Background: an optimization exercise with open tools, aiming at small area. Do not read the settings as production practice. Function was checked by simulation only, so behaviour that the tests miss may differ from the original. Power figures rest on the tool's default switching activity, not on a simulated workload.

==> flow/design.v <==
module timebase(input clk, input rst, output divclk, output divclk2, output divclk3,
                output rise1, output rise2, output rise3);
    reg [5:0] c;
    reg [1:0] m4;
    reg [2:0] m7;
    reg [2:0] m5;
    wire e = (c[4:0] == 5'b10001);
    wire fb = ~(c[5] ^ c[4]) ^ e;
    always @(posedge clk) begin
        if (rst) begin
            c <= 6'b110001;
            m4 <= 2'd0;
            m7 <= 3'b111;
            m5 <= 3'b000;
        end else begin
            c <= {c[4:0], fb};
            if (e) begin
                m4 <= m4 + 2'd1;
                m7 <= {m7[1:0], m7[2] ^ m7[1]};
                if (m4 == 2'd3) m5 <= {m5[1:0], !(m5[2] | m5[1])};
            end
        end
    end
    wire m7z = m7[2] & m7[1] & m7[0];                
    wire m7h = (m7[0] & !m7[1]) | (m7[1] & m7[2]);   
    wire m5z = !m5[2] & !m5[0];                       
    wire m5o = m5[0] & !m5[1];                        
    wire m5t = m5[1] & m5[0];                         
    assign divclk3 = m4[1] ^ m4[0];
    assign rise3 = e && (m4 == 2'd0);
    assign divclk = !(m4[0] ^ m7h);
    assign rise1 = e && m7z && !m4[0];
    assign divclk2 = m5z ? (m4 != 2'd0) : m5o ? 1'b1 : m5t ? (m4 != 2'd3) : 1'b0;
    assign rise2 = e && m5z && (m4 == 2'd0);
endmodule
module phase(input clk, input rst, input rise3, output u, output ball_on, output paddle_on1,
             output paddle_on2, output reg p, output D1, output D2);
    reg s1, s0;
    wire R = !s1 & s0;
    assign u = s0;
    assign ball_on = !s1;
    assign paddle_on1 = s1 & !s0;
    assign paddle_on2 = s1 & s0;
    always @(posedge clk) begin
        if (rst) begin
            s1 <= 1'b0;
            s0 <= 1'b1;
            p <= 1'b0;
        end else if (rise3) begin
            s1 <= !s0;
            s0 <= s1 & !s0;
            p <= !p;
        end
    end
    assign D1 = R | p;
    assign D2 = R | !p;
endmodule
module paddles(input clk, input rst, input rise2, input p1b1, input p1b2, input p2b1, input p2b2,
               output reg [2:0] P1, output reg [2:0] P2);
    function [2:0] pnext;
        input [2:0] q;
        input bdn, bup;
        reg z, f, up, dn;
        begin
            z = !q[2] & !q[0];
            f = q[2] & !q[1];
            up = bup & (bdn ? z : !f);
            dn = bdn & !bup & !z;
            pnext = up ? {q[1], q[0], !q[2]} : dn ? {!q[0], q[2], q[1]} : q;
        end
    endfunction
    always @(posedge clk) begin
        if (rst) begin
            P1 <= 3'd0;
            P2 <= 3'd0;
        end else if (rise2) begin
            P1 <= pnext(P1, p1b1, p1b2);
            P2 <= pnext(P2, p2b1, p2b2);
        end
    end
endmodule
module pbin(input [2:0] q, output [2:0] b);
    assign b = {q[2] & !q[0], q[1] & q[0], q[2] ^ q[1] ^ q[0]};
endmodule
module ballst(input clk, input rst, input en, input [2:0] P1, input [2:0] P2,
              output reg [2:0] X, output reg [2:0] Y, output reg [3:0] sc1, output reg [3:0] sc2);
    reg mv, rt, dy;
    wire yb = (Y == 3'd0);
    wire yt = (Y == 3'd7);
    wire edg = yb | yt;
    wire [2:0] Pj = dy ? P1 : P2;
    wire [2:0] Pm;
    pbin pb(Pj, Pm);
    wire [2:0] d = X - Pm;
    wire h0 = (d == 3'd0), h1 = (d == 3'd1), h2 = (d == 3'd2);
    wire miss = edg & !(h0 | h1 | h2);
    wire nmv = edg ? (h0 | h2) : mv;
    wire nrt = edg ? h2 : ((X == 3'd0) | (rt & (X != 3'd7)));
    wire ndy = dy ^ edg;
    wire [2:0] nX = miss ? 3'd4 : !nmv ? X : nrt ? X + 3'd1 : X - 3'd1;
    wire [2:0] nY = miss ? (dy ? 3'd3 : 3'd5) : ndy ? Y + 3'd1 : Y - 3'd1;
    always @(posedge clk) begin
        if (rst) begin
            X <= 3'd4; Y <= 3'd4; mv <= 1'b1; rt <= 1'b1; dy <= 1'b1;
            sc1 <= 4'd0; sc2 <= 4'd0;
        end else if (en) begin
            X <= nX; Y <= nY; mv <= nmv; rt <= nrt; dy <= ndy;
            if (miss & yb) sc1 <= sc1 + 4'd1;
            if (miss & yt) sc2 <= sc2 + 4'd1;
        end
    end
endmodule
module pmask(input [2:0] q, output [7:0] m);
    assign m = {q[2] & !q[1], q[2] & !q[0], q[2], q[1], q[0], !q[2], !q[2] & !q[1], !q[2] & !q[0]};
endmodule
module matrix(input ball_on, input paddle_on1, input [2:0] X, input [2:0] Y, input [2:0] P1,
              input [2:0] P2, output [7:0] Ox, output [7:0] Oy);
    wire [2:0] Pm = paddle_on1 ? P1 : P2;
    wire [7:0] pm;
    pmask mk(Pm, pm);
    assign Ox = ball_on ? (8'd1 << X) : pm;
    assign Oy = ball_on ? ~(8'd1 << Y) : paddle_on1 ? 8'b01111111 : 8'b11111110;
endmodule
module segs(input p, input [3:0] sc1, input [3:0] sc2, output reg [6:0] seg);
    wire [3:0] sc = p ? sc1 : sc2;
    always @(*) begin
        case (sc)
            4'd0: seg = 7'b1000000;
            4'd1: seg = 7'b1111001;
            4'd2: seg = 7'b0100100;
            4'd3: seg = 7'b0110000;
            4'd4: seg = 7'b0011001;
            4'd5: seg = 7'b0010010;
            4'd6: seg = 7'b0000010;
            4'd7: seg = 7'b1111000;
            4'd9: seg = 7'b0010000;
            default: seg = 7'b0000000;
        endcase
    end
endmodule
module ping_pong(Ox,Oy,sysclk,rst,p1b1,p1b2,p2b1,p2b2,divclk,divclk2,divclk3,DA,D1,D2,Dt1,Dt2);
    input sysclk;
    input rst;
    input p1b1;
    input p1b2;
    input p2b1;
    input p2b2;
    output [7:0] Ox;
    output [7:0] Oy;
    output [6:0] DA;
    output D1, D2;
    output Dt1, Dt2;
    output divclk, divclk2, divclk3;
    assign Dt1 = 1'b1;
    assign Dt2 = 1'b1;
    wire rise1, rise2, rise3, u, ball_on, paddle_on1, paddle_on2, p;
    wire [2:0] P1, P2, X, Y;
    wire [3:0] sc1, sc2;
    timebase tb(sysclk, rst, divclk, divclk2, divclk3, rise1, rise2, rise3);
    phase ph(sysclk, rst, rise3, u, ball_on, paddle_on1, paddle_on2, p, D1, D2);
    paddles pd(sysclk, rst, rise2, p1b1, p1b2, p2b1, p2b2, P1, P2);
    ballst bl(sysclk, rst, rise1 & u, P1, P2, X, Y, sc1, sc2);
    matrix mx(ball_on, paddle_on1, X, Y, P1, P2, Ox, Oy);
    segs sg(p, sc1, sc2, DA);
endmodule
export LEC_CHECK = 0
export CAP_MARGIN = 20
export CORE_MARGIN = 2
export CORE_UTILIZATION = 60
export SLEW_MARGIN = 20
create_clock -name core_clock -period 14.0 [get_ports {sysclk}]
standard.sh (not shown) runs the stock make flow with config.mk's settings and CLKGATE_MAP_FILE= SYNTH_SCRIPT=/design/flow/synth_recipe.tcl, a recipe that flattens the netlist after the stock synthesis.
==> flow/flow/run.sh <==
#!/bin/bash
# Own layout flow: the standard ORFS flow, with two synthesis changes and one
# placement change:
#  - ABC maps the logic with an area-oriented script (flow/abc_area.script)
#    instead of ORFS's speed script; the clock period is long, so timing is not at risk;
#  - no extraction of half/full adder cells, so ABC can optimise the adder logic
#    together with the rest;
#  - ports are buffered with buf_1 rather than the default buffer choice.
# Everything else (register inference, flattening, renaming, floorplan, PDN,
# placement, CTS, routing) is the standard flow, run through standard.sh.
set -euo pipefail
W=$(pwd)
S=$W/mysynth
mkdir -p $S
# synth.tcl as ORFS has it, with the ABC script replaced right after the preamble
awk -v abc="$W/flow/abc_area.script" '{print} /^source .*synth_preamble.tcl/ {print "set abc_args [list -script " abc " {*}$lib_args {*}$lib_dont_use_args -constr $::env(OBJECTS_DIR)/abc.constr]"}' \
    "$FLOW_HOME/scripts/synth.tcl" > $S/synth.tcl
grep -q "flow/abc_area.script" $S/synth.tcl
# synth_recipe.tcl, sourcing the patched synth.tcl
sed "s#\$::env(SCRIPTS_DIR)/synth.tcl#$S/synth.tcl#" $W/synth_recipe.tcl > $S/synth_recipe.tcl
grep -q "$S/synth.tcl" $S/synth_recipe.tcl
bash $W/standard.sh SYNTH_SCRIPT=$S/synth_recipe.tcl ADDER_MAP_FILE= \
    "BUFFER_PORTS_ARGS=-buffer_cell sky130_fd_sc_hd__buf_1" \
    "CTS_ARGS=-sink_clustering_enable -repair_clock_nets -dont_use_dummy_load -sink_clustering_size 40 -sink_clustering_max_diameter 300 -buf_list sky130_fd_sc_hd__clkbuf_4 -root_buf sky130_fd_sc_hd__clkbuf_4" finish > $W/flow_make.log 2>&1
==> flow/flow/abc_area.script <==
strash
drf
fraig
drw
resub
dc2
resub -K 8 -z
dc2 -b
dch -f
amap -F 50 -A 50
topo
The starting point ran to the end with no violations.
Change:
==> flow/flow/abc_area.script (replaced) <==
strash
fraig
dc2
balance
rewrite -z
refactor -z
rewrite -z
dch -f
amap
topo
- CORE_UTILIZATION: 60 -> 55
After rerunning: The new run ran to the end with no violations. Power falls by 3.7%. Final area rises by 1.3%. Wire length falls by 0.44%. Global-route usage falls by 0.76 points. Via count falls by 1.9%. Cell count rises by 3.6%. Count of clock-buffer cells in the layout stays the same. First-iteration DRC count falls by 12%. Setup slack degrades by 4.1 ps.

-- re-timing with driven ports --
The results above use ideal ports. As a check the final layouts listed here were re-extracted and re-timed, cells and wires unchanged. Step 1 sets driving cells, clkbuf_16 on the clock port and buf_2 on the other inputs (assumed; they add their load-dependent delay and slew). Step 2 also shifts input and output timing later by t, the mid clock arrival at the registers, as if the neighbouring blocks saw the same clock. Slacks: ideal ports / drivers / drivers and shift; pairs: ideal ports / drivers.
| run | t (ns) | setup WS [ns] | worst setup path after step 2 | worst register clock-pin slew, ns | worst slew at a driven data input, ns |
|---|---|---|---|---|---|
| the first run | 0.352 | 8.837 / 8.812 / 9.163 | register to output | 0.12 / 0.12 | 0.03 |
| the second run | 0.359 | 8.833 / 8.805 / 9.164 | register to output | 0.12 / 0.12 | 0.03 |
After both steps every run listed still meets setup and hold.
